This design comes from an exercise in tuning for small area and a short achievable clock period on the open sky130 flow, not from production work. Function was not checked in any run shown here: the RTL went through the layout flow alone. No activity file was given, so power comes from the tool's default toggle rates.

==> flow/design.v, too long to show whole: its modules and the start of the top module <==
// module float_copro_dp: 1529 lines
// module float_copro_enc: 30 lines
// module float_copro_add: 15 lines
// module float_copro: 56 lines
module float_copro
   (
    input  logic        clk,
    input  logic        copro_valid,
    input  logic        copro_accept,
    input  logic [10:0] copro_opcode,
    input  logic [31:0] copro_op0,
    input  logic [31:0] copro_op1,
    output logic        copro_complete,
    output logic [31:0] copro_result
    );
  // ...
==> flow/flow/run.sh <==
#!/bin/bash
# Standard ORFS layout (the standard.sh) with these changes:
#  - after the standard synthesis, flow/fixinv.py removes the inverters that
#    Yosys's full-adder extraction leaves between adder cells (it flips the
#    polarity of adder cells, which are self-dual), and the netlist is loaded
#    from the result;
#  - then flow/ksadd.py replaces the gates that add the upper result bits in
#    stage 2 (from the hs_r/hc_r carry-save registers and cy_r) by a
#    Kogge-Stone adder;
#  - ports are buffered with buf_1 cells (the standard flow picks a larger
#    delay cell); the resizer still sizes them up where timing needs it;
set -euo pipefail
MARGIN=${MARGIN:-9.5}
SPLIT=18      # S of gen/gen.py: result bits below it come from lo_r
R=orfs/results/$FLOW_PLATFORM/float_copro/base
bash standard.sh synth > log_synth.txt 2>&1
cp $R/1_2_yosys.v $R/1_2_yosys_orig.v
python3 flow/fixinv.py $R/1_2_yosys_orig.v $R/1_2_yosys_fixinv.v > log_fixinv.txt 2>&1
python3 flow/xorbal.py $R/1_2_yosys_fixinv.v $R/1_2_yosys_xorbal.v > log_xorbal.txt 2>&1
python3 flow/ksadd.py $R/1_2_yosys_xorbal.v $R/1_2_yosys.v $SPLIT sc > log_ksadd.txt 2>&1
rm -f $R/1_synth.odb $R/1_synth.sdc
bash standard.sh synth > log_synth_odb.txt 2>&1
for step in floorplan place cts route finish; do
  bash standard.sh SETUP_SLACK_MARGIN=$MARGIN \
    "BUFFER_PORTS_ARGS=-buffer_cell sky130_fd_sc_hd__buf_1" $step > log_$step.txt 2>&1
done
==> flow/flow/fixinv.py <==
#!/usr/bin/env python3
"""Remove inverters around full adders in a Yosys-written gate netlist.

A full adder is self-dual: FA(~a, ~b, ~c) = (~cout, ~sum).  Yosys's extract_fa
leaves many inverters between adder cells.  This script chooses a polarity for
every full-adder cell (all its pins inverted or not) and for every xor2/xnor2
cell (an xor2 is an xnor2 with its output inverted), so that as few signals as
possible are needed in both polarities, and rebuilds the netlist with one
inverter for each signal that is.  Usage: fixinv.py IN.v OUT.v"""
import re, sys, random, math

LIB = "sky130_fd_sc_hd__"
OUTPINS = {"X", "Y", "Q", "Q_N", "COUT", "SUM", "HI", "LO"}

src = open(sys.argv[1]).read()
m = re.search(r"^\s*" + LIB, src, re.M)
head, body = src[:m.start()], src[m.start():]
end = body.rindex("endmodule")
tail, body = body[end:], body[:end]

inst_re = re.compile(r"\s*(" + LIB + r"\w+)\s+(\S+)\s*\((.*?)\);\s*", re.S)
pin_re = re.compile(r"\.(\w+)\(\s*(.*?)\s*\)\s*(?:,|$)", re.S)
cells, order = {}, []
pos = 0
while pos < len(body):
    mm = inst_re.match(body, pos)
    if not mm:
        if body[pos:].strip():
            sys.exit("unparsed netlist text: " + body[pos:pos + 200])
        break
    typ, name, pins = mm.groups()
    cells[name] = [typ, {p: n.strip() for p, n in pin_re.findall(pins.strip())}]
    order.append(name)
    pos = mm.end()

ports = set()
for mo in re.finditer(r"^\s*(?:output|input)\s+(\[\d+:\d+\]\s*)?(\S+)\s*;", head, re.M):
    rng, nm = mo.groups()
    if rng:
        a, b = map(int, re.findall(r"\d+", rng))
        ports.update(f"{nm}[{i}]" for i in range(min(a, b), max(a, b) + 1))
    ports.add(nm)

def kind(c):
    t = cells[c][0][len(LIB):]
    if t.startswith("inv_") or t.startswith("clkinv_"):
        return "inv"
    if t.startswith("fa_"):
        return "fa"
    if t.startswith("xor2_") or t.startswith("xnor2_"):
        return "x2"
    return "other"

drv, lds = {}, {}
for c, (t, pm) in cells.items():
    for p, n in pm.items():
        (drv.__setitem__(n, (c, p)) if p in OUTPINS else lds.setdefault(n, []).append((c, p)))

# root of every net through inverter chains
def root(n):
    par = 0
    seen = 0
    while n in drv and kind(drv[n][0]) == "inv" and seen < 50:
        n = cells[drv[n][0]][1]["A"]
        par ^= 1
        seen += 1
    return n, par

invs = [c for c in cells if kind(c) == "inv"]
roots = {}   # root net -> {"loads": [(cell, pin, par)], "names": {par: name}}
def R(r):
    return roots.setdefault(r, {"loads": [], "names": {0: r}})
for n in set(list(drv) + list(lds)):
    if n in drv and kind(drv[n][0]) == "inv":
        r, par = root(n)
        R(r)["names"].setdefault(par, n)
for c in cells:
    if kind(c) == "inv":
        continue
    for p, n in cells[c][1].items():
        if p in OUTPINS:
            continue
        r, par = root(n)
        R(r)["loads"].append((c, p, par))
for r, d in roots.items():
    for par, name in list(d["names"].items()):
        pass
port_need = {}
for pn in ports:
    if pn in drv or pn in lds:
        r, par = root(pn)
        if r in roots or pn in drv:
            R(r)
            if roots[r]["names"].get(par) not in (None, pn):
                # two names of the same phase, one a port: keep as is by making the
                # port a separate load that needs that phase
                pass
            roots[r]["names"][par] = pn
            port_need.setdefault(r, set()).add(par)

flip = {c: 0 for c in cells if kind(c) in ("fa", "x2")}
def drvflip(r):
    d = drv.get(r)
    if d is None:
        return 0
    c = d[0]
    return flip.get(c, 0)

def loadflip(c):
    return flip.get(c, 0) if kind(c) == "fa" else 0

def cost_root(r):
    d = roots[r]
    s = drvflip(r)
    need = set()
    for c, p, par in d["loads"]:
        need.add(par ^ loadflip(c) ^ s)
    for par in port_need.get(r, ()):
        need.add(par ^ s)
    return 1 if len(need) > 1 or (need == {1}) else 0
# note: need == {1} alone means every load wants the other phase: 1 inverter

cell_roots = {}
for r, d in roots.items():
    if r in drv:
        cell_roots.setdefault(drv[r][0], set()).add(r)
    for c, p, par in d["loads"]:
        cell_roots.setdefault(c, set()).add(r)

def total():
    return sum(cost_root(r) for r in roots)

start_inv = len(invs)
best = total()
cur = best
bestflip = dict(flip)
vars_ = list(flip)
random.seed(1)
T = 1.0
N = 60000
for it in range(N):
    T = 1.0 * (1 - it / N) + 0.02
    c = random.choice(vars_)
    rs = cell_roots.get(c, ())
    before = sum(cost_root(r) for r in rs)
    flip[c] ^= 1
    after = sum(cost_root(r) for r in rs)
    dlt = after - before
    if dlt <= 0 or random.random() < math.exp(-dlt / T):
        cur += dlt
        if cur < best:
            best = cur
            bestflip = dict(flip)
    else:
        flip[c] ^= 1
flip = bestflip

# rebuild
for c in invs:
    del cells[c]
newid = [0]
new_wires = []
def fresh(base):
    newid[0] += 1
    n = f"_fixinv_{newid[0]}_"
    new_wires.append(n)
    return n
ninv = 0
for r, d in roots.items():
    s = drvflip(r)
    names = dict(d["names"])
    if r in drv:
        # driver output now carries phase s
        pass
    need = {}
    for c, p, par in d["loads"]:
        ph = par ^ loadflip(c)
        need.setdefault(ph, []).append((c, p))
    for par in port_need.get(r, ()):
        need.setdefault(par, [])
    if not need:
        continue
    # the driven net: name of phase s
    if s not in names:
        names[s] = fresh(r)
    if r in drv:
        c, p = drv[r]
        cells[c][1][p] = names[s]
    for ph, lst in need.items():
        if ph not in names:
            names[ph] = fresh(r)
        for c, p in lst:
            cells[c][1][p] = names[ph]
        if ph != s:
            newid[0] += 1
            nm = f"_fixinv_i{newid[0]}_"
            cells[nm] = [LIB + "inv_1", {"A": names[s], "Y": names[ph]}]
            order.append(nm)
            ninv += 1
for c in cells:
    if kind(c) == "fa" and flip[c]:
        pass  # pins already rewired by phase; the cell itself is unchanged

for c in list(cells):
    if kind(c) == "x2" and flip[c]:
        t = cells[c][0]
        pm = cells[c][1]
        if "xnor2_" in t:
            cells[c][0] = t.replace("xnor2_", "xor2_")
            pm["X"] = pm.pop("Y")
        else:
            cells[c][0] = t.replace("xor2_", "xnor2_")
            pm["Y"] = pm.pop("X")
out = [head]
for w in new_wires:
    out.append(f"  wire {w};\n")
for c in order:
    if c in cells:
        t, pm = cells[c]
        out.append(f"  {t} {c} (\n" + ",\n".join(f"    .{p}({n}{' ' if n.startswith(chr(92)) else ''})" for p, n in pm.items()) + "\n  );\n")
out.append(tail)
open(sys.argv[2], "w").write("".join(out))
print(f"fixinv: inverters {start_inv} -> {ninv} (model {best}); flipped {sum(flip.values())} cells",
      file=sys.stderr)
==> flow/flow/ksadd.py <==
#!/usr/bin/env python3
"""Rebuild the adder in front of the upper result bits as a Kogge-Stone adder.

In stage 2, copro_result[S+i] = p_i ^ carry_i, where p_i (register hs_r[i])
and g_i (register hc_r[i]) are the propagate/generate pairs of the upper
bits and the carry into them starts with cy_r.  ABC maps this adder as
slack permits in its own view, which ignores the output delay.  This script
removes the gates in the fan-in of those output ports and puts in a
Kogge-Stone prefix tree of alternating a21oi/o21ai and nand2/nor2 cells.
With MODE sc the registers hs_r/hc_r hold the two carry-save rows instead,
and the propagate/generate pairs are formed here first.
Usage: ksadd.py IN.v OUT.v S [pg|sc]"""
import re, sys

inp, outp, S = sys.argv[1], sys.argv[2], int(sys.argv[3])
MODE = sys.argv[4] if len(sys.argv) > 4 else "pg"
LIB = "sky130_fd_sc_hd__"
OUTPINS = {"X", "Y", "Q", "Q_N", "COUT", "SUM", "HI", "LO"}
src = open(inp).read()
m = re.search(r"^\s*" + LIB, src, re.M)
head, body = src[:m.start()], src[m.start():]
end = body.rindex("endmodule")
tail, body = body[end:], body[:end]
inst_re = re.compile(r"\s*(" + LIB + r"\w+)\s+(\S+)\s*\((.*?)\);\s*", re.S)
pin_re = re.compile(r"\.(\w+)\(\s*(.*?)\s*\)\s*(?:,|$)", re.S)
cells, order = {}, []
pos = 0
while pos < len(body):
    mm = inst_re.match(body, pos)
    if not mm:
        if body[pos:].strip():
            sys.exit("unparsed netlist text: " + body[pos:pos + 200])
        break
    typ, name, pins = mm.groups()
    cells[name] = [typ, {p: n.strip() for p, n in pin_re.findall(pins.strip())}]
    order.append(name)
    pos = mm.end()
drv, lds = {}, {}
for c, (t, pm) in cells.items():
    for p, n in pm.items():
        (drv.__setitem__(n, c) if p in OUTPINS else lds.setdefault(n, []).append(c))

def base(c):
    return cells[c][0][len(LIB):]

pq, gq, cy = {}, {}, None
for c, (t, pm) in cells.items():
    if not base(c).startswith("dfxtp"):
        continue
    nm = c.lstrip("\\")
    mo = re.match(r"hs_r\[(\d+)\]", nm)
    if mo:
        pq[int(mo.group(1))] = pm["Q"]
    mo = re.match(r"hc_r\[(\d+)\]", nm)
    if mo:
        gq[int(mo.group(1))] = pm["Q"]
    if nm.startswith("cy_r"):
        cy = pm["Q"]
H = 32 - S
assert cy and all(i in pq for i in range(H)), (cy, sorted(pq))
outs = [f"copro_result[{S + i}]" for i in range(H)]

# gates in the fan-in of the upper outputs, back to registers
cone, stack = set(), list(outs)
while stack:
    n = stack.pop()
    c = drv.get(n)
    if c is None or c in cone or base(c).startswith(("df", "fa_", "ha_")):
        continue
    cone.add(c)
    stack += [x for p, x in cells[c][1].items() if p not in OUTPINS]
for c in cone:
    for p, n in cells[c][1].items():
        if p in OUTPINS:
            for l in lds.get(n, []):
                assert l in cone, f"{c} also feeds {l}"
for c in cone:
    del cells[c]

nid = [0]
wires = []
def net():
    nid[0] += 1
    w = f"_ksadd_n{nid[0]}_"
    wires.append(w)
    return w
def cell(typ, pins):
    nid[0] += 1
    nm = f"_ksadd_c{nid[0]}_"
    cells[nm] = [LIB + typ, pins]
    order.append(nm)
def inv(s):
    y = net()
    cell("inv_1", {"A": s, "Y": y})
    return y

# propagate/generate of every upper bit, as (net, inverted)
pbit, gbit = {}, {}
for i in range(H):
    if MODE == "pg" or i not in gq:
        pbit[i] = (pq[i], 0)
        gbit[i] = (gq[i], 0) if (MODE == "pg" and i in gq) else (None, 0)
    else:
        y = net()
        cell("xnor2_1", {"A": pq[i], "B": gq[i], "Y": y})
        pbit[i] = (y, 1)
        y = net()
        cell("nand2_1", {"A": pq[i], "B": gq[i], "Y": y})
        gbit[i] = (y, 1)
# node k: position 0 = carry in (g = cy, p = 0), position k = bit k-1
G = [(cy, 0)] + [gbit[k - 1] for k in range(1, H)]
P = [None] + [pbit[k - 1] for k in range(1, H)]
def topol(sig, want):
    s, pol = sig
    return s if pol == want else inv(s)
d = 1
while d < H:
    nG, nP = list(G), list(P)
    for k in range(d, H):
        gk, pk, gj = G[k], P[k], G[k - d]
        if pk is None or gj[0] is None:
            continue       # propagate 0 or nothing to pass on: G unchanged
        if gk[0] is None:  # generate 0: G = P_k & G_j
            pol = pk[1]
            a, b = topol(pk, pol), topol(gj, pol)
            y = net()
            cell("nand2_1" if pol == 0 else "nor2_1", {"A": a, "B": b, "Y": y})
            nG[k] = (y, 1 - pol)
        else:
            pol = gk[1]
            a1, a2, b1 = topol(pk, pol), topol(gj, pol), gk[0]
            y = net()
            cell("a21oi_1" if pol == 0 else "o21ai_1", {"A1": a1, "A2": a2, "B1": b1, "Y": y})
            nG[k] = (y, 1 - pol)
        pj = P[k - d]
        if pj is None:
            nP[k] = None
        else:
            pol = pk[1]
            a, b = topol(pk, pol), topol(pj, pol)
            y = net()
            cell("nand2_1" if pol == 0 else "nor2_1", {"A": a, "B": b, "Y": y})
            nP[k] = (y, 1 - pol)
    G, P = nG, nP
    d *= 2
for i in range(H):
    c, pol = G[i]
    pn, ppol = pbit[i]
    if c is None:
        cell("buf_1" if ppol == 0 else "inv_1", {"A": pn, ("X" if ppol == 0 else "Y"): outs[i]})
    elif pol == ppol:
        cell("xor2_1", {"A": pn, "B": c, "X": outs[i]})
    else:
        cell("xnor2_1", {"A": pn, "B": c, "Y": outs[i]})

def esc(n):
    return n + " " if n.startswith("\\") else n
out = [head]
for w in wires:
    out.append(f"  wire {w};\n")
for c in order:
    if c in cells:
        t, pm = cells[c]
        out.append(f"  {t} {c} (\n" + ",\n".join(f"    .{p}({esc(n)})" for p, n in pm.items()) + "\n  );\n")
out.append(tail)
open(outp, "w").write("".join(out))
print(f"ksadd: replaced {len(cone)} gates by a {H}-bit Kogge-Stone adder", file=sys.stderr)
==> flow/flow/xorbal.py <==
#!/usr/bin/env python3
"""Rebalance xor trees in a gate netlist by estimated arrival time.

ABC sees the logic between full-adder cells with every input arriving at the
same time, so the parity of the top product column (an xor of many adder
outputs) often has its latest inputs at the bottom of the tree.  This pass
finds every tree of xor2/xnor2/xor3/xnor3 cells (each inner cell feeding only
the next one), estimates when each leaf signal arrives with a coarse delay
model, and rebuilds the tree from xor2 cells, always joining the two earliest
signals (an xnor2 at the root when the parity is inverted).
Usage: xorbal.py IN.v OUT.v"""
import re, sys

LIB = "sky130_fd_sc_hd__"
OUTPINS = {"X", "Y", "Q", "Q_N", "COUT", "SUM", "HI", "LO"}

src = open(sys.argv[1]).read()
m = re.search(r"^\s*" + LIB, src, re.M)
head, body = src[:m.start()], src[m.start():]
end = body.rindex("endmodule")
tail, body = body[end:], body[:end]
inst_re = re.compile(r"\s*(" + LIB + r"\w+)\s+(\S+)\s*\((.*?)\);\s*", re.S)
pin_re = re.compile(r"\.(\w+)\(\s*(.*?)\s*\)\s*(?:,|$)", re.S)
cells, order = {}, []
pos = 0
while pos < len(body):
    mm = inst_re.match(body, pos)
    if not mm:
        if body[pos:].strip():
            sys.exit("unparsed netlist text: " + body[pos:pos + 200])
        break
    typ, name, pins = mm.groups()
    cells[name] = [typ, {p: n.strip() for p, n in pin_re.findall(pins.strip())}]
    order.append(name)
    pos = mm.end()
ports = set()
for mo in re.finditer(r"^\s*(?:output|input)\s+(\[\d+:\d+\]\s*)?(\S+)\s*;", head, re.M):
    rng, nm = mo.groups()
    if rng:
        a, b = map(int, re.findall(r"\d+", rng))
        ports.update(f"{nm}[{i}]" for i in range(min(a, b), max(a, b) + 1))
    ports.add(nm)

def base(c):
    return re.sub(r"_\d+$", "", cells[c][0][len(LIB):])

XOR = {"xor2": (["A", "B"], "X", 0), "xnor2": (["A", "B"], "Y", 1),
       "xor3": (["A", "B", "C"], "X", 0), "xnor3": (["A", "B", "C"], "X", 1)}

def build():
    drv, lds = {}, {}
    for c, (t, pm) in cells.items():
        for p, n in pm.items():
            if p in OUTPINS:
                drv[n] = (c, p)
            else:
                lds.setdefault(n, []).append((c, p))
    return drv, lds
drv, lds = build()

DELAY = {"fa": {"SUM": 0.5, "COUT": 0.42}, "ha": {"SUM": 0.3, "COUT": 0.25},
         "dfxtp": {"Q": 0.4}, "xor2": 0.2, "xnor2": 0.2, "xor3": 0.35, "xnor3": 0.35,
         "inv": 0.07, "buf": 0.15, "clkbuf": 0.15}
memo = {}
def arrival(n, depth=0):
    if n in memo:
        return memo[n]
    d = drv.get(n)
    if d is None or depth > 400:
        return 0.0
    c, p = d
    b = base(c)
    dl = DELAY.get(b, 0.2)
    if isinstance(dl, dict):
        dl = dl.get(p, 0.3)
    dl += 0.02 * len(lds.get(n, []))
    if b.startswith("dfxtp") or b.startswith("dfrtp"):
        t = dl
    else:
        t = dl + max([arrival(x, depth + 1) for q, x in cells[c][1].items()
                      if q not in OUTPINS] + [0.0])
    memo[n] = t
    return t

def is_x(c):
    return c in cells and base(c) in XOR

def inner(c):
    """c is an inner node: its output feeds exactly one load, an xor cell."""
    out = cells[c][1][XOR[base(c)][1]]
    l = lds.get(out, [])
    return out not in ports and len(l) == 1 and is_x(l[0][0])

sys.setrecursionlimit(10000)
for n in list(drv):
    arrival(n)
QUANT = 0.8
roots = [c for c in order if is_x(c) and not inner(c)]
newid = [0]
new_wires = []
changed = 0
for r in roots:
    leaves, parity, members = [], 0, []
    stack = [r]
    while stack:
        c = stack.pop()
        members.append(c)
        ins, out, inv = XOR[base(c)]
        parity ^= inv
        for p in ins:
            n = cells[c][1][p]
            d = drv.get(n)
            if d and is_x(d[0]) and inner(d[0]) and d[0] not in members:
                stack.append(d[0])
            else:
                # an inverter in front of the tree only flips its parity
                while d and d[0] in cells and base(d[0]) in ("inv", "clkinv"):
                    n = cells[d[0]][1]["A"]
                    parity ^= 1
                    d = drv.get(n)
                leaves.append(n)
    if len(leaves) < 3:
        continue
    # equal leaves cancel
    cnt = {}
    for n in leaves:
        cnt[n] = cnt.get(n, 0) + 1
    leaves = [n for n in cnt for _ in range(cnt[n] % 2)]
    if len(leaves) < 2:
        continue
    # arrival estimates are coarse: quantize them so that leaves of about the
    # same arrival are joined in balanced trees rather than chains
    items = sorted((round(arrival(n) / QUANT) * QUANT, n) for n in leaves)
    rout = cells[r][1][XOR[base(r)][1]]
    for c in members:
        del cells[c]
    while len(items) > 1:
        (t0, x), (t1, y) = items[0], items[1]
        items = items[2:]
        last = not items
        newid[0] += 1
        nm = f"_xorbal_{newid[0]}_"
        if last:
            o = rout
            typ = "xnor2_1" if parity else "xor2_1"
        else:
            o = f"_xorbal_n{newid[0]}_"
            new_wires.append(o)
            typ = "xor2_1"
        cells[nm] = [LIB + typ, {"A": x, "B": y, ("Y" if typ.startswith("xnor") else "X"): o}]
        order.append(nm)
        items.append((max(t0, t1) + 0.2, o))
        items.sort()
    changed += 1

# drop inverters left without loads
while True:
    drv, lds = build()
    dead = [c for c in cells if base(c) in ("inv", "clkinv")
            and not lds.get(cells[c][1]["Y"]) and cells[c][1]["Y"] not in ports]
    if not dead:
        break
    for c in dead:
        del cells[c]

out = [head]
for w in new_wires:
    out.append(f"  wire {w};\n")
for c in order:
    if c in cells:
        t, pm = cells[c]
        out.append(f"  {t} {c} (\n" + ",\n".join(
            f"    .{p}({n}{' ' if n.startswith(chr(92)) else ''})" for p, n in pm.items()) + "\n  );\n")
out.append(tail)
open(sys.argv[2], "w").write("".join(out))
print(f"xorbal: rebuilt {changed} xor trees", file=sys.stderr)
==> flow/standard.sh <==
#!/bin/bash
# synth_recipe.tcl (not shown) runs the flow's synth.tcl, then flattens the netlist and writes it again
# the make line also repeats each setting of config.mk as NAME=value (left out here)
make -C /OpenROAD-flow-scripts/flow DESIGN_CONFIG=/design/flow/config.mk WORK_HOME=/design/flow/orfs CLKGATE_MAP_FILE= SYNTH_SCRIPT=/design/flow/synth_recipe.tcl "${@:-finish}"
==> flow/config.mk <==
export PLATFORM = sky130hd
export DESIGN_NAME = float_copro
export DESIGN_NICKNAME = float_copro
export VERILOG_FILES = /design/flow/design.v
export SDC_FILE = /design/flow/constraint.sdc
export NUM_CORES = 4
export LEC_CHECK = 0
export CAP_MARGIN = 20
export CORE_MARGIN = 2
export CORE_UTILIZATION = 65
export SLEW_MARGIN = 20
==> flow/constraint.sdc <==
create_clock -name core_clock -period 14.0 [get_ports {clk}]
set_input_delay 2.8000 -clock core_clock [delete_from_list [all_inputs] [get_ports {clk}]]
set_output_delay 2.8000 -clock core_clock [all_outputs]
set_load 0.01 [all_outputs]
==> results by group, run 1 <==
Status
  – Outcome: timing/DRC/antenna clean

Drt
  – Met2 WL: 19600 um
  – Vias post-DR: 12000
  – Post-DRT Antenna Nets: 0
  – Via density: 6.38
  – WL/cell: 22.9 um
  – DRT iter0 DRCs: 1350
  – DRT met1 WL: 17800 um

Layout
  – Seq. cell area: 3340 um^2
  – Largest class: multi-input combinational cells
  – Commonest non-fill, non-tap cells in the layout: xnor2_1, a22oi_1, fa_1, dfxtp_1, buf_1
  – Seq Cell Count: 164
  – Share of cells above drive strength 1: 0.135
  – Non-filler instance count after layout: 1885
  – Synthesis-to-finish area growth: 11.3%
  – Fraction of area in multi-input gates: 0.691
  – Fin nets: 1892
  – Inverters: 20
  – Multi-In Gates: 1189

Floorplanning
  – Initial Util: 0.658
  – Die width: 158 um

Timing
  – Clock Skews: 0.0235 ns
  – Hold Violations, Final: 0
  – Setup slack after layout: 9.29 ns
  – Unrepaired setup endpoints after global routing: true

Min path
  – WHS Path Cells: 2
  – Hold Path Class: reg -> reg

Synth
  – Syn Area/Cell: 10.2 um^2

Clock network
  – Root Driver: clkbuf_16
  – Post-cts resize count: 67
  – TritonCTS clock tree: built
  – Clock Pin Slew Worst Setup and Hold Paths: 0.08 ns

Worst setup path
  – R2R Path End: lo_r[16]
  – Register-to-register path setup slack: 9.65 ns
  – Delay-heaviest family, CP: XOR/XNOR gates

Power and ir drop
  – Comb group: 1.98 mW
  – Sw power: 1.39 mW
  – Sequential Power Share: 0.214

Global route
  – Grt met2 use: 0.553
  – GR Util met3: 0.0742

Placed design
  – DP Wirelength: 29200 um

Run
  – Max-cap violations: 0
==> module float_copro, before the edit <==
module float_copro
   (
    input  logic        clk,
    input  logic        copro_valid,
    input  logic        copro_accept,
    input  logic [10:0] copro_opcode,
    input  logic [31:0] copro_op0,
    input  logic [31:0] copro_op1,
    output logic        copro_complete,
    output logic [31:0] copro_result
    );
   wire mul_d    = copro_opcode[1:0] == 2'd2;
   wire addsub_d = !copro_opcode[1];
   wire sub_d    = copro_opcode[1:0] == 2'd1;
   logic        mul_r, as_r;    
   logic [3:0]  cnt;            
   logic [31:0] b_r, c_r;
   logic [15:0] one, two, neg;
   logic [15:0] one_d, two_d, neg_d;
   float_copro_enc encoder (
      .a(copro_op0), .mul(mul_d), .addsub(addsub_d), .sub(sub_d),
      .one(one_d), .two(two_d), .neg(neg_d)
   );
   logic [15:0] one_r, two_r, neg_r;
   assign one = one_r;
   assign two = two_r;
   assign neg = neg_r;
   logic [17:0] lo_d, lo_r;
   logic        cy_d, cy_r;
   logic [13:0] hs_d, hc_d, hs_r, hc_r;
   float_copro_dp datapath (
      .one(one), .two(two), .neg(neg), .b(b_r), .c(c_r),
      .lo(lo_d), .lo_cy(cy_d), .hi_s(hs_d), .hi_c(hc_d)
   );
   always_ff @(posedge clk) begin
      b_r   <= copro_op1;
      mul_r <= mul_d;
      as_r  <= addsub_d;
      one_r <= one_d;
      two_r <= two_d;
      neg_r <= neg_d;
      c_r   <= copro_op0 & {32{addsub_d}};
      lo_r  <= lo_d;
      cy_r  <= cy_d;
      hs_r  <= hs_d;
      hc_r  <= hc_d;
      if (!copro_valid || copro_accept)
         cnt <= 4'd0;
      else if (cnt != 4'd15)
         cnt <= cnt + 4'd1;
   end
   assign copro_complete = mul_r ? cnt >= 4'd2 : as_r ? cnt >= 4'd3 : cnt >= 4'd11;
   wire [14:0] hi;
   float_copro_add #(.N(14), .CI(2)) hi_add (.a(hs_r), .b(hc_r), .ci(cy_r), .y(hi));
   assign copro_result = {hi[13:0], lo_r};
endmodule
==> run 2, diff against run 1 <==
--- a/flow/design.v
+++ b/flow/design.v
@@ -1,18 +1,18 @@
 module float_copro_dp (
    input  logic [15:0] one,
    input  logic [15:0] two,
    input  logic [15:0] neg,
    input  logic [31:0] b,
    input  logic [31:0] c,
-   output logic [17:0] lo,
+   output logic [18:0] lo,
    output logic        lo_cy,
-   output logic [13:0] hi_s,
-   output logic [13:0] hi_c
+   output logic [12:0] hi_s,
+   output logic [12:0] hi_c
    );
    wire pp0_0;
    wire pp0_1;
    wire pp0_2;
    wire pp0_3;
    wire pp0_4;
    wire pp0_5;
    wire pp0_6;
@@ -1518,19 +1518,19 @@
    assign tx24 = tx22 ^ tx23;
    assign tx25 = fc99 ^ fc142;
    assign tx26 = tx24 ^ tx25;
    assign tx27 = tx26 ^ fc143;
    assign tx28 = tx27 ^ fc168;
    assign tx29 = tx28 ^ fc196;
    wire [31:0] rs = {tx29, fc195, fc194, fc193, fc192, fc191, fc190, fc189, fc188, fc187, fc186, fc185, fc184, fc183, fc182, fc181, fc180, fc179, fc178, fc177, fc176, fc175, fc174, fc173, fc172, fc171, fc170, hc29, hs29, hc28, hc27, pp0_0};
    wire [31:0] rc = {1'b0, fs196, fs195, fs194, fs193, fs192, fs191, fs190, fs189, fs188, fs187, fs186, fs185, fs184, fs183, fs182, fs181, fs180, fs179, fs178, fs177, fs176, fs175, fs174, fs173, fs172, fs171, fs170, fc169, fs169, hs28, hs27};
-   float_copro_add #(.N(18), .CI(0)) lo_add (.a(rs[17:0]), .b(rc[17:0]), .ci(1'b0), .y({lo_cy, lo}));
-   assign hi_s = rs[31:18];
-   assign hi_c = rc[31:18];
+   float_copro_add #(.N(19), .CI(0)) lo_add (.a(rs[18:0]), .b(rc[18:0]), .ci(1'b0), .y({lo_cy, lo}));
+   assign hi_s = rs[31:19] ^ rc[31:19];
+   assign hi_c = rs[31:19] & rc[31:19];
 endmodule
 module float_copro_enc (
    input  logic [31:0] a,
    input  logic        mul,
    input  logic        addsub,
    input  logic        sub,
    output logic [15:0] one,
    output logic [15:0] two,
@@ -1594,19 +1594,19 @@
    float_copro_enc encoder (
       .a(copro_op0), .mul(mul_d), .addsub(addsub_d), .sub(sub_d),
       .one(one_d), .two(two_d), .neg(neg_d)
    );
    logic [15:0] one_r, two_r, neg_r;
    assign one = one_r;
    assign two = two_r;
    assign neg = neg_r;
-   logic [17:0] lo_d, lo_r;
+   logic [18:0] lo_d, lo_r;
    logic        cy_d, cy_r;
-   logic [13:0] hs_d, hc_d, hs_r, hc_r;
+   logic [12:0] hs_d, hc_d, hs_r, hc_r;
    float_copro_dp datapath (
       .one(one), .two(two), .neg(neg), .b(b_r), .c(c_r),
       .lo(lo_d), .lo_cy(cy_d), .hi_s(hs_d), .hi_c(hc_d)
    );
    always_ff @(posedge clk) begin
       b_r   <= copro_op1;
       mul_r <= mul_d;
       as_r  <= addsub_d;
@@ -1619,12 +1619,10 @@
       hs_r  <= hs_d;
       hc_r  <= hc_d;
       if (!copro_valid || copro_accept)
          cnt <= 4'd0;
       else if (cnt != 4'd15)
          cnt <= cnt + 4'd1;
    end
    assign copro_complete = mul_r ? cnt >= 4'd2 : as_r ? cnt >= 4'd3 : cnt >= 4'd11;
-   wire [14:0] hi;
-   float_copro_add #(.N(14), .CI(2)) hi_add (.a(hs_r), .b(hc_r), .ci(cy_r), .y(hi));
-   assign copro_result = {hi[13:0], lo_r};
+   assign copro_result = {hs_r + {hc_r[11:0], cy_r}, lo_r};
 endmodule
==> flow/flow/run.sh (replaced) <==
#!/bin/bash
# Standard ORFS layout (the standard.sh) with these changes:
#  - after the standard synthesis, flow/fixinv.py removes the inverters that
#    Yosys's full-adder extraction leaves between adder cells (it flips the
#    polarity of adder cells, which are self-dual), and the netlist is loaded
#    from the result;
#  - then flow/ksadd.py replaces the gates that add the upper result bits in
#    stage 2 (from the hs_r/hc_r propagate/generate registers and cy_r) by a
#    Kogge-Stone adder;
#  - ports are buffered with buf_1 cells (the standard flow picks a larger
#    delay cell); the resizer still sizes them up where timing needs it;
set -euo pipefail
MARGIN=${MARGIN:-9.5}
SPLIT=19      # S of gen/gen.py: result bits below it come from lo_r
R=orfs/results/$FLOW_PLATFORM/float_copro/base
bash standard.sh synth > log_synth.txt 2>&1
cp $R/1_2_yosys.v $R/1_2_yosys_orig.v
python3 flow/fixinv.py $R/1_2_yosys_orig.v $R/1_2_yosys_fixinv.v > log_fixinv.txt 2>&1
python3 flow/xorbal.py $R/1_2_yosys_fixinv.v $R/1_2_yosys_xorbal.v > log_xorbal.txt 2>&1
python3 flow/ksadd.py $R/1_2_yosys_xorbal.v $R/1_2_yosys.v $SPLIT > log_ksadd.txt 2>&1
rm -f $R/1_synth.odb $R/1_synth.sdc
bash standard.sh synth > log_synth_odb.txt 2>&1
for step in floorplan place cts route finish; do
  bash standard.sh SETUP_SLACK_MARGIN=$MARGIN \
    "BUFFER_PORTS_ARGS=-buffer_cell sky130_fd_sc_hd__buf_1" $step > log_$step.txt 2>&1
done
--- a/flow/flow/ksadd.py
+++ b/flow/flow/ksadd.py
@@ -2,23 +2,20 @@
 """Rebuild the adder in front of the upper result bits as a Kogge-Stone adder.
 
 In stage 2, copro_result[S+i] = p_i ^ carry_i, where p_i (register hs_r[i])
 and g_i (register hc_r[i]) are the propagate/generate pairs of the upper
 bits and the carry into them starts with cy_r.  ABC maps this adder as
 slack permits in its own view, which ignores the output delay.  This script
 removes the gates in the fan-in of those output ports and puts in a
 Kogge-Stone prefix tree of alternating a21oi/o21ai and nand2/nor2 cells.
-With MODE sc the registers hs_r/hc_r hold the two carry-save rows instead,
-and the propagate/generate pairs are formed here first.
-Usage: ksadd.py IN.v OUT.v S [pg|sc]"""
+Usage: ksadd.py IN.v OUT.v S"""
 import re, sys
 
 inp, outp, S = sys.argv[1], sys.argv[2], int(sys.argv[3])
-MODE = sys.argv[4] if len(sys.argv) > 4 else "pg"
 LIB = "sky130_fd_sc_hd__"
 OUTPINS = {"X", "Y", "Q", "Q_N", "COUT", "SUM", "HI", "LO"}
 src = open(inp).read()
 m = re.search(r"^\s*" + LIB, src, re.M)
 head, body = src[:m.start()], src[m.start():]
 end = body.rindex("endmodule")
 tail, body = body[end:], body[:end]
 inst_re = re.compile(r"\s*(" + LIB + r"\w+)\s+(\S+)\s*\((.*?)\);\s*", re.S)
@@ -89,32 +86,19 @@
     nm = f"_ksadd_c{nid[0]}_"
     cells[nm] = [LIB + typ, pins]
     order.append(nm)
 def inv(s):
     y = net()
     cell("inv_1", {"A": s, "Y": y})
     return y
 
-# propagate/generate of every upper bit, as (net, inverted)
-pbit, gbit = {}, {}
-for i in range(H):
-    if MODE == "pg" or i not in gq:
-        pbit[i] = (pq[i], 0)
-        gbit[i] = (gq[i], 0) if (MODE == "pg" and i in gq) else (None, 0)
-    else:
-        y = net()
-        cell("xnor2_1", {"A": pq[i], "B": gq[i], "Y": y})
-        pbit[i] = (y, 1)
-        y = net()
-        cell("nand2_1", {"A": pq[i], "B": gq[i], "Y": y})
-        gbit[i] = (y, 1)
 # node k: position 0 = carry in (g = cy, p = 0), position k = bit k-1
-G = [(cy, 0)] + [gbit[k - 1] for k in range(1, H)]
-P = [None] + [pbit[k - 1] for k in range(1, H)]
+G = [(cy, 0)] + [(gq[k - 1], 0) if (k - 1) in gq else (None, 0) for k in range(1, H)]
+P = [None] + [(pq[k - 1], 0) for k in range(1, H)]
 def topol(sig, want):
     s, pol = sig
     return s if pol == want else inv(s)
 d = 1
 while d < H:
     nG, nP = list(G), list(P)
     for k in range(d, H):
         gk, pk, gj = G[k], P[k], G[k - d]
@@ -140,23 +124,22 @@
             a, b = topol(pk, pol), topol(pj, pol)
             y = net()
             cell("nand2_1" if pol == 0 else "nor2_1", {"A": a, "B": b, "Y": y})
             nP[k] = (y, 1 - pol)
     G, P = nG, nP
     d *= 2
 for i in range(H):
     c, pol = G[i]
-    pn, ppol = pbit[i]
     if c is None:
-        cell("buf_1" if ppol == 0 else "inv_1", {"A": pn, ("X" if ppol == 0 else "Y"): outs[i]})
-    elif pol == ppol:
-        cell("xor2_1", {"A": pn, "B": c, "X": outs[i]})
+        cell("buf_1", {"A": pq[i], "X": outs[i]})
+    elif pol == 0:
+        cell("xor2_1", {"A": pq[i], "B": c, "X": outs[i]})
     else:
-        cell("xnor2_1", {"A": pn, "B": c, "Y": outs[i]})
+        cell("xnor2_1", {"A": pq[i], "B": c, "Y": outs[i]})
 
 def esc(n):
     return n + " " if n.startswith("\\") else n
 out = [head]
 for w in wires:
     out.append(f"  wire {w};\n")
 for c in order:
     if c in cells:
==> run 2 against run 1 <==
  * Clock skew grew 0.0053 ns
  * Synthesized area about the same
  * Clock power increased by 6.2%
  * Die area hardly changed
  * Cell area fell by 1.9%
  * Register-to-register slack got worse by 0.08 ns
==> results by group, run 2 <==
Floorplanning
  – Rows: 56
  – Initial Util: 0.658 (about the same)
  – I/O pin cnt: 111
  – Die Area: 24900 um^2
  – Die H: 158 um
  – Core area: 23300 um^2
  – Die width: 158 um (about the same)

Global route
  – Grt met2 use: 0.558 (+0.00435)
  – Antenna violations before repair: 0
  – First-pass GRT wire length: 68200 um
  – Gr busiest metal: met2
  – Total congestion overflow: 0
  – GR Util met1: 0.514
  – GRT Overall Usage: 0.362
  – Vias in the first global route: 12000
  – Largest net degree at the start of global routing: 51
  – GR Util met3: 0.0619 (-0.0123)

Layout
  – Ant. Diodes: 0
  – Commonest non-fill, non-tap cells in the layout: xnor2_1, a22oi_1, fa_1, dfxtp_1, buf_1
  – Fin nets: 1876 (-0.85%)
  – Fin area: 16800 um^2
  – Most common cell after layout, fill and taps aside: xnor2_1
  – Synthesis-to-finish area growth: 9.28%
  – Non-filler instance count after layout: 1856 (-1.5%)
  – Share of cells above drive strength 1: 0.107 (-0.0274)
  – Regs by FF count: b_r (32), c_r (32), lo_r (19)

Power and ir drop
  – Pwr Density: 174 nW/um^2
  – Internal power: 1.64 mW
  – Logic gate share of total power: 0.601
  – IR drop worst, VDD: 0.146 mV
  – Sequential Power Share: 0.225 (+0.011)
  – Sw power: 1.28 mW (-7.4%)
  – Clock power share: 0.175
  – Overall power: 2.92 mW
  – Sw frac: 0.439
  – Leakage: 6.54 nW

Worst setup path
  – CP cell instances: ha_4, or2_4, maj3_2, nor2_1, a21oi_1, buf_2
  – Crit end category: output pin
  – Slowest CP cell: dfxtp_4
  – Register-to-register path setup slack: 9.57 ns (-0.08 ns)
  – Worst path depth: 6
  – R2R Path End: lo_r[18]
  – Critical R2R Launch: one_r[1]
  – Required @ worst endpoint: 11.20 ns
  – Startpoint type of the worst setup path: flip-flop
  – Delay-heaviest family, CP: adder cells
  – CP Capture Point: copro_complete
  – Worst setup path class: reg -> out
  – Crit Path Max Fanout: 4
  – Critical path arrival: 1.75 ns
  – Buf/Inv on CP: 1
  – Critical Path Max Stage Delay: 0.36 ns
  – Cells on worst reg2reg path: 12
  – Critical path origin: cnt[0]

Timing
  – Fmax: 220 MHz
  – Setup-failing EPs final: 0
  – Setup TNS: 0 ns
  – Tcrit/Tclk final: 0.325
  – Clock Skews: 0.0288 ns (+0.00528 ns)
  – Worst slew pin tran: 0.986 ns
  – Rel. slew slack: 0.343
  – Hold WS: 0.580 ns
  – Final Critical Period: 4.55 ns
  – Final Max Slew Viols: 0
  – Unrepaired setup endpoints after global routing: true
  – Hold Violations, Final: 0 (unchanged)

Clock network
  – Clock Pin Slew Worst Setup and Hold Paths: 0.08 ns (about the same)
  – Max Root-Sink Buffers: 2
  – Num CTS Buffers: 17
  – Clock Latency Late Sink: 0.45 ns
  – Clock sink count: 163
  – Root Driver: clkbuf_16
  – H-tree levels: 4
  – TritonCTS clock tree: built

Synth
  – Syn Std Cell Area: 15300 um^2
  – Mapped Nets: 1850
  – Synth Instances: 1498
  – Syn Area/Cell: 10.2 um^2 (+0.93%)
  – Warnings from Yosys: 1

Drt
  – DRT iter0 DRCs: 1494 (+11%)
  – WL/cell: 23.4 um (+2.0%)
  – Via density: 6.40 (+0.26%)
  – Drt first pass iters: 6
  – # DRC: 0
  – Total Routed Length: 43400 um
  – Vias post-DR: 11900 (-1.3%)
  – Post-DRT Antenna Nets: 0 (unchanged)

Run
  – Max-cap violations: 0 (unchanged)

Placed design
  – DP Wirelength: 29100 um (-0.38%)
  – Post-Place Cells: 1816
  – Cell Area, Placed: 15800 um^2
  – Placer Congestion: 0.913
  – PortBufs: 101

Status
  – Outcome: timing/DRC/antenna clean

Min path
  – Hold Path Class: reg -> reg
[run 2: repair_timing]
action                                  CTS  global route
gates resized for setup                  33            64
endpoints found under the setup margin   18            15
buffers inserted                          6             2
hold buffers                              0             0
pin swaps                                 4             9
cloned                                    0             0
[run 2: metrics by stage]
| step | utilization | setup WS, ns |
|---|---|---|
| 2_1_floorplan | - | 9.54 |
| 3_3_place_gp | 0.678 | 9.13 |
| 3_5_place_dp | 0.678 | 9.11 |
| 4_1_cts | 0.711 | 9.42 |
| 5_1_grt | 0.719 | 9.37 |
| 6_report | 0.719 | 9.45 |
[run 2: power groups by stage]
stage / sequential [mW] / combinational (mW) / clock [mW]
2_1_floorplan: 0.635 / 1.26 / 0
3_3_place_gp: 0.644 / 1.66 / 0
3_5_place_dp: 0.646 / 1.71 / 0
4_1_cts: 0.641 / 1.73 / 0.515
5_1_grt: 0.666 / 2.00 / 0.534
6_report: 0.657 / 1.76 / 0.511
[run 2: worst min-delay path, stage by stage (launching register included)]
cell,delay (ns)
dfxtp_1,0.37
nor2_1,0.12
nor3b_1,0.05
[run 2: worst min-delay path by stage]
stage | start | depth (start not counted) | endpoint
after floorplan | cnt[3] | 1 | cnt[3]
after global placement | cnt[3] | 1 | cnt[3]
after detailed placement | cnt[3] | 1 | cnt[3]
after CTS | cnt[3] | 1 | cnt[3]
after global routing | cnt[3] | 1 | cnt[3]
final | cnt[3] | 2 | cnt[2]
[run 2: layout make-up]
cell class	instances	area, um^2
multi-input combinational	1170	11600
fill	1795	6560
sequential	163	3320
timing repair buffer	148	764
clock buffer	17	425
tap	319	399
clock inverter	15	203
inverter	24	93.8
[run 2: layer usage]
layer	routed length (um)	vias to the layer above
met5	0	-
met4	1460	0
met3	4440	122
met2	19400	759
met1	18100	5796
li1	-	5200
==> run 3, diff against run 2 <==
--- a/flow/design.v
+++ b/flow/design.v
@@ -1626,3 +1626,11 @@
    assign copro_complete = mul_r ? cnt >= 4'd2 : as_r ? cnt >= 4'd3 : cnt >= 4'd11;
-   assign copro_result = {hs_r + {hc_r[11:0], cy_r}, lo_r};
+   wire [13:0] carry;
+   assign carry[0] = cy_r;
+   genvar i;
+   generate
+      for (i = 0; i < 13; i = i + 1) begin : hi_carry
+         assign carry[i+1] = hc_r[i] | (hs_r[i] & carry[i]);
+      end
+   endgenerate
+   assign copro_result = {hs_r ^ carry[12:0], lo_r};
 endmodule
--- a/flow/flow/run.sh
+++ b/flow/flow/run.sh
@@ -8,3 +8,4 @@
 #    stage 2 (from the hs_r/hc_r propagate/generate registers and cy_r) by a
-#    Kogge-Stone adder;
+#    Kogge-Stone adder (kept only if Yosys proves the two netlists
+#    equivalent);
 #  - ports are buffered with buf_1 cells (the standard flow picks a larger
@@ -19,3 +20,24 @@
 python3 flow/xorbal.py $R/1_2_yosys_fixinv.v $R/1_2_yosys_xorbal.v > log_xorbal.txt 2>&1
-python3 flow/ksadd.py $R/1_2_yosys_xorbal.v $R/1_2_yosys.v $SPLIT > log_ksadd.txt 2>&1
+python3 flow/ksadd.py $R/1_2_yosys_xorbal.v $R/1_2_yosys_ksadd.v $SPLIT > log_ksadd.txt 2>&1
+# keep the Kogge-Stone netlist only if Yosys proves it equivalent to the one before
+LIB=$FLOW_HOME/platforms/$FLOW_PLATFORM/lib/sky130_fd_sc_hd__tt_025C_1v80.lib
+cat > eq_ksadd.ys <<EOT
+read_liberty -overwrite -ignore_miss_func $LIB
+read_verilog $R/1_2_yosys_xorbal.v
+rename float_copro gold
+read_verilog $R/1_2_yosys_ksadd.v
+rename float_copro gate
+flatten gold gate
+opt_clean
+equiv_make gold gate eq
+hierarchy -top eq
+equiv_simple -seq 1
+equiv_status -assert
+EOT
+if $FLOW_HOME/../tools/install/yosys/bin/yosys -q -s eq_ksadd.ys > log_eq_ksadd.txt 2>&1; then
+  cp $R/1_2_yosys_ksadd.v $R/1_2_yosys.v
+else
+  echo "ksadd netlist not proved equivalent; using the one before" >> log_eq_ksadd.txt
+  cp $R/1_2_yosys_xorbal.v $R/1_2_yosys.v
+fi
 rm -f $R/1_synth.odb $R/1_synth.sdc
--- a/flow/flow/ksadd.py
+++ b/flow/flow/ksadd.py
@@ -9,3 +9,5 @@
 Kogge-Stone prefix tree of alternating a21oi/o21ai and nand2/nor2 cells.
-Usage: ksadd.py IN.v OUT.v S"""
+With MODE sc the registers hs_r/hc_r hold the two carry-save rows instead,
+and the propagate/generate pairs are formed here first.
+Usage: ksadd.py IN.v OUT.v S [pg|sc]"""
 import re, sys
@@ -13,2 +15,3 @@
 inp, outp, S = sys.argv[1], sys.argv[2], int(sys.argv[3])
+MODE = sys.argv[4] if len(sys.argv) > 4 else "pg"
 LIB = "sky130_fd_sc_hd__"
@@ -64,3 +67,3 @@
     c = drv.get(n)
-    if c is None or c in cone or base(c).startswith(("df", "fa_", "ha_")):
+    if c is None or c in cone or base(c).startswith("df"):
         continue
@@ -93,5 +96,18 @@
 
+# propagate/generate of every upper bit, as (net, inverted)
+pbit, gbit = {}, {}
+for i in range(H):
+    if MODE == "pg" or i not in gq:
+        pbit[i] = (pq[i], 0)
+        gbit[i] = (gq[i], 0) if (MODE == "pg" and i in gq) else (None, 0)
+    else:
+        y = net()
+        cell("xnor2_1", {"A": pq[i], "B": gq[i], "Y": y})
+        pbit[i] = (y, 1)
+        y = net()
+        cell("nand2_1", {"A": pq[i], "B": gq[i], "Y": y})
+        gbit[i] = (y, 1)
 # node k: position 0 = carry in (g = cy, p = 0), position k = bit k-1
-G = [(cy, 0)] + [(gq[k - 1], 0) if (k - 1) in gq else (None, 0) for k in range(1, H)]
-P = [None] + [(pq[k - 1], 0) for k in range(1, H)]
+G = [(cy, 0)] + [gbit[k - 1] for k in range(1, H)]
+P = [None] + [pbit[k - 1] for k in range(1, H)]
 def topol(sig, want):
@@ -131,8 +147,17 @@
     c, pol = G[i]
+    pn, ppol = pbit[i]
     if c is None:
-        cell("buf_1", {"A": pq[i], "X": outs[i]})
-    elif pol == 0:
-        cell("xor2_1", {"A": pq[i], "B": c, "X": outs[i]})
+        cell("buf_1" if ppol == 0 else "inv_1", {"A": pn, ("X" if ppol == 0 else "Y"): outs[i]})
+    elif pol == ppol:
+        cell("xor2_1", {"A": pn, "B": c, "X": outs[i]})
     else:
-        cell("xnor2_1", {"A": pq[i], "B": c, "Y": outs[i]})
+        cell("xnor2_1", {"A": pn, "B": c, "Y": outs[i]})
+
+ndrv = {}
+for c, (t, pm) in cells.items():
+    for p, n in pm.items():
+        if p in OUTPINS:
+            ndrv[n] = ndrv.get(n, 0) + 1
+assert all(v == 1 for v in ndrv.values()), "a net with two drivers"
+assert all(ndrv.get(o) == 1 for o in outs)
 
==> run 3 against run 2 <==
  * Still clean on timing, DRC and antenna
  * Hold slack got worse by 0.0054 ns
  * Critical path depth unchanged
  * First-iteration DRC count decreased by 18%
  * Flip-flop and latch count stayed put
  * Synthesized cell count increased by 0.60%
  * Sequential share of layout area shrank 0.17 points
  * Die area up 0.50%
  * Sequential power about the same
  * Utilization up 0.44 points
  * Critical path type unchanged
==> results by group, run 3 <==
Power and ir drop
  – Pwr Density: 176 nW/um^2 (+1.0%)
  – Sequential Power Share: 0.220 (-0.005)
  – Internal power: 1.67 mW (+2.0%)
  – Clock power share: 0.166 (-0.009)
  – IR drop worst, VDD: 0.136 mV (-7.0%)
  – Sw power: 1.31 mW (+1.9%)
  – Logic gate share of total power: 0.615 (+0.014)
  – Leakage: 6.55 nW (+0.23%)
  – Sw frac: 0.439 (about the same)

Global route
  – GRT Overall Usage: 0.351 (-0.0112)
  – Vias in the first global route: 11700 (-2.8%)
  – First-pass GRT wire length: 65700 um (-3.7%)
  – Antenna violations before repair: 0 (unchanged)
  – Largest net degree at the start of global routing: 51 (unchanged)
  – Total congestion overflow: 0 (unchanged)

Worst setup path
  – Worst path depth: 6 (unchanged)
  – Slowest CP cell: dfxtp_4
  – CP Capture Point: copro_complete
  – Crit Path Max Fanout: 2 (-2)
  – Delay-heaviest family, CP: adder cells
  – Register-to-register path setup slack: 9.52 ns (-0.05 ns)
  – Worst setup path class: reg -> out
  – Buf/Inv on CP: 1 (unchanged)
  – Critical R2R Launch: one_r[10]
  – Required @ worst endpoint: 11.20 ns (about the same)
  – R2R Path End: hs_r[11]
  – CP cell instances: ha_4, or2_4, maj3_2, nor2_1, a21oi_1, buf_2
  – Critical path arrival: 1.73 ns (-0.02 ns)
  – Critical path origin: cnt[1]
  – Cells on worst reg2reg path: 9 (-3)
  – Critical Path Max Stage Delay: 0.36 ns (about the same)
  – Startpoint type of the worst setup path: flip-flop
  – Crit end category: output pin

Drt
  – Total Routed Length: 42500 um (-2.0%)
  – Drt first pass iters: 7 (+1)
  – # DRC: 0 (unchanged)
  – Vias post-DR: 11900 (+0.35%)
  – Post-DRT Antenna Nets: 0 (unchanged)
  – WL/cell: 22.9 um (-2.1%)
  – DRT iter0 DRCs: 1229 (-18%)
  – Via density: 6.42 (+0.30%)

Timing
  – Setup TNS: 0 ns (unchanged)
  – Final Max Slew Viols: 0 (unchanged)
  – Clock Skews: 0.0238 ns (-0.00499 ns)
  – Fmax: 221 MHz (+0.47%)
  – Unrepaired setup endpoints after global routing: true
  – Tcrit/Tclk final: 0.324 (-0.00152)
  – Worst slew pin tran: 1.01 ns (+0.0278 ns)
  – Rel. slew slack: 0.324 (-0.0186)
  – Setup slack after layout: 9.47 ns (+0.0213 ns)
  – Setup-failing EPs final: 0 (unchanged)
  – Final Critical Period: 4.53 ns (-0.0213 ns)
  – Hold Violations, Final: 0 (unchanged)

Floorplanning
  – Die Area: 25000 um^2 (+0.50%)
  – Die width: 158 um (+0.25%)
  – Core area: 23400 um^2 (+0.30%)
  – I/O pin cnt: 111 (unchanged)
  – Rows: 56 (unchanged)
  – Initial Util: 0.659 (+0.00140)
  – Die H: 158 um (+0.25%)

Min path
  – WHS Path Cells: 1 (-1)
  – Hold Path Class: reg -> reg

Layout
  – Fin area: 16900 um^2 (+0.92%)
  – Regs by FF count: b_r (32), c_r (32), lo_r (19)
  – Synthesis-to-finish area growth: 9.72%
  – Share of cells above drive strength 1: 0.108 (+0.000580)
  – Util after Layout: 0.723 (+0.00442)
  – Most common cell after layout, fill and taps aside: xnor2_1
  – Fin nets: 1877 (+0.053%)
  – Commonest non-fill, non-tap cells in the layout: xnor2_1, a22oi_1, fa_1, dfxtp_1, buf_1
  – Ant. Diodes: 0 (unchanged)

Synth
  – Mapped Nets: 1859 (+0.49%)
  – Synth Instances: 1507 (+0.60%)
  – Syn Std Cell Area: 15400 um^2 (+0.51%)
  – Syn Area/Cell: 10.2 um^2 (about the same)
  – Warnings from Yosys: 1 (unchanged)

Placed design
  – Cell Area, Placed: 15900 um^2 (+0.48%)
  – DP Wirelength: 29100 um (+0.24%)
  – PortBufs: 101 (unchanged)
  – Placer Congestion: 0.874 (-4.2%)
  – Pre-CTS setup slack: 9.30 ns (+0.183 ns)

Clock network
  – Clock sink count: 163 (unchanged)
  – TritonCTS clock tree: built
  – Root Driver: clkbuf_16
  – H-tree levels: 4 (unchanged)
  – Num CTS Buffers: 17 (unchanged)
  – Clock Pin Slew Worst Setup and Hold Paths: 0.08 ns (about the same)
  – Clock Latency Late Sink: 0.45 ns (about the same)
  – CTS Hold Bufs: 0 (unchanged)
  – Max Root-Sink Buffers: 2 (unchanged)

Status
  – Outcome: timing/DRC/antenna clean

Run
  – Max-cap violations: 0 (unchanged)
[run 3: cell types whose count changed in the layout (fill, tap and decap cells not counted), sizes merged, moves of 4 or more]
cell,change
nor2,+4
o21ai,-4
o211ai,+5
o21a,+5
xnor2,+19
inv,-11
buf,-5
clkinv,+4
xor2,-17
o2111ai,+4
[run 3: layout make-up]
cell class / count / area, um^2
multi-input cells: 1186 / 11800
flip-flops and latches: 163 / 3330
well taps: 319 / 399
clock inverters: 15 / 198
fillers: 1832 / 6470
clock buffers: 17 / 425
repair buffers: 143 / 764
inverters: 14 / 52.6
[run 3: power by group through the flow]
stage	Combinational [mW]	Clock [mW]	Sequential, mW
after floorplan	1.32	0	0.634
after CTS	1.79	0.501	0.638
after global placement	1.72	0	0.644
final	1.83	0.494	0.655
after detailed placement	1.76	0	0.645
after global routing	2.07	0.522	0.665
[run 3: per-layer routing]
metal | vias to the layer above | GRT usage | wire length (um)
li1 | 5242 | - | -
met1 | 5834 | 0.485 | 17800
met2 | 739 | 0.544 | 19100
met3 | 102 | 0.0797 | 4150
met4 | 2 | 0.127 | 1390
met5 | - | 0 | 36
[run 3: repair_timing]
action,in CTS,in global routing
buffers inserted,3,1
endpoints found under the setup margin,12,12
resized for setup,33,82
pin swaps,4,15
[run 3: how the worst min path moves through the flow]
stage,startpoint,endpoint
after floorplan,cnt[3],cnt[3]
after global placement,cnt[3],cnt[3]
after detailed placement,cnt[3],cnt[3]
after CTS,cnt[3],cnt[3]
after global routing,cnt[3],cnt[2]
final,cnt[3],cnt[3]
[run 3: per-stage QoR]
stage,std cells,total power [mW],hold slack (ns)
2_1_floorplan,1507,1.95,0.507
3_3_place_gp,1821,2.37,0.543
3_5_place_dp,1821,2.41,0.545
4_1_cts,1856,2.93,0.565
5_1_grt,1857,3.26,0.613
6_report,1857,2.98,0.574

[port drivers added, routing unchanged]
How much do the figures lean on ideal ports? The routed layouts below were timed once more, with nothing changed but the port constraints.
Step 1 sets driving cells, clkbuf_16 on the clock port and buf_2 on the other inputs (assumed; they add their load-dependent delay and slew).
Step 2 also shifts input and output timing later by t, the mid clock arrival at the registers, as if the neighbouring blocks saw the same clock.
Slacks: no drivers / after step 1 / after step 2; pairs: no drivers / after step 1.
run | shift t [ns] | slack for setup (ns) | hold WS [ns] | worst slew at a driven data input, ns
run 1 | 0.481 | 9.294 / 9.245 / 9.222 | 0.580 / 0.580 / 0.580 | 0.05
run 2 | 0.483 | 9.448 / 9.396 / 9.572 | 0.580 / 0.580 / 0.580 | 0.04
run 3 | 0.488 | 9.469 / 9.416 / 9.290 | 0.574 / 0.574 / 0.574 | 0.05
After both steps setup and hold are still met in every run listed. The setup slack of run 3, which loses most, moves by -0.053 ns with the drivers and by -0.179 ns with both steps.
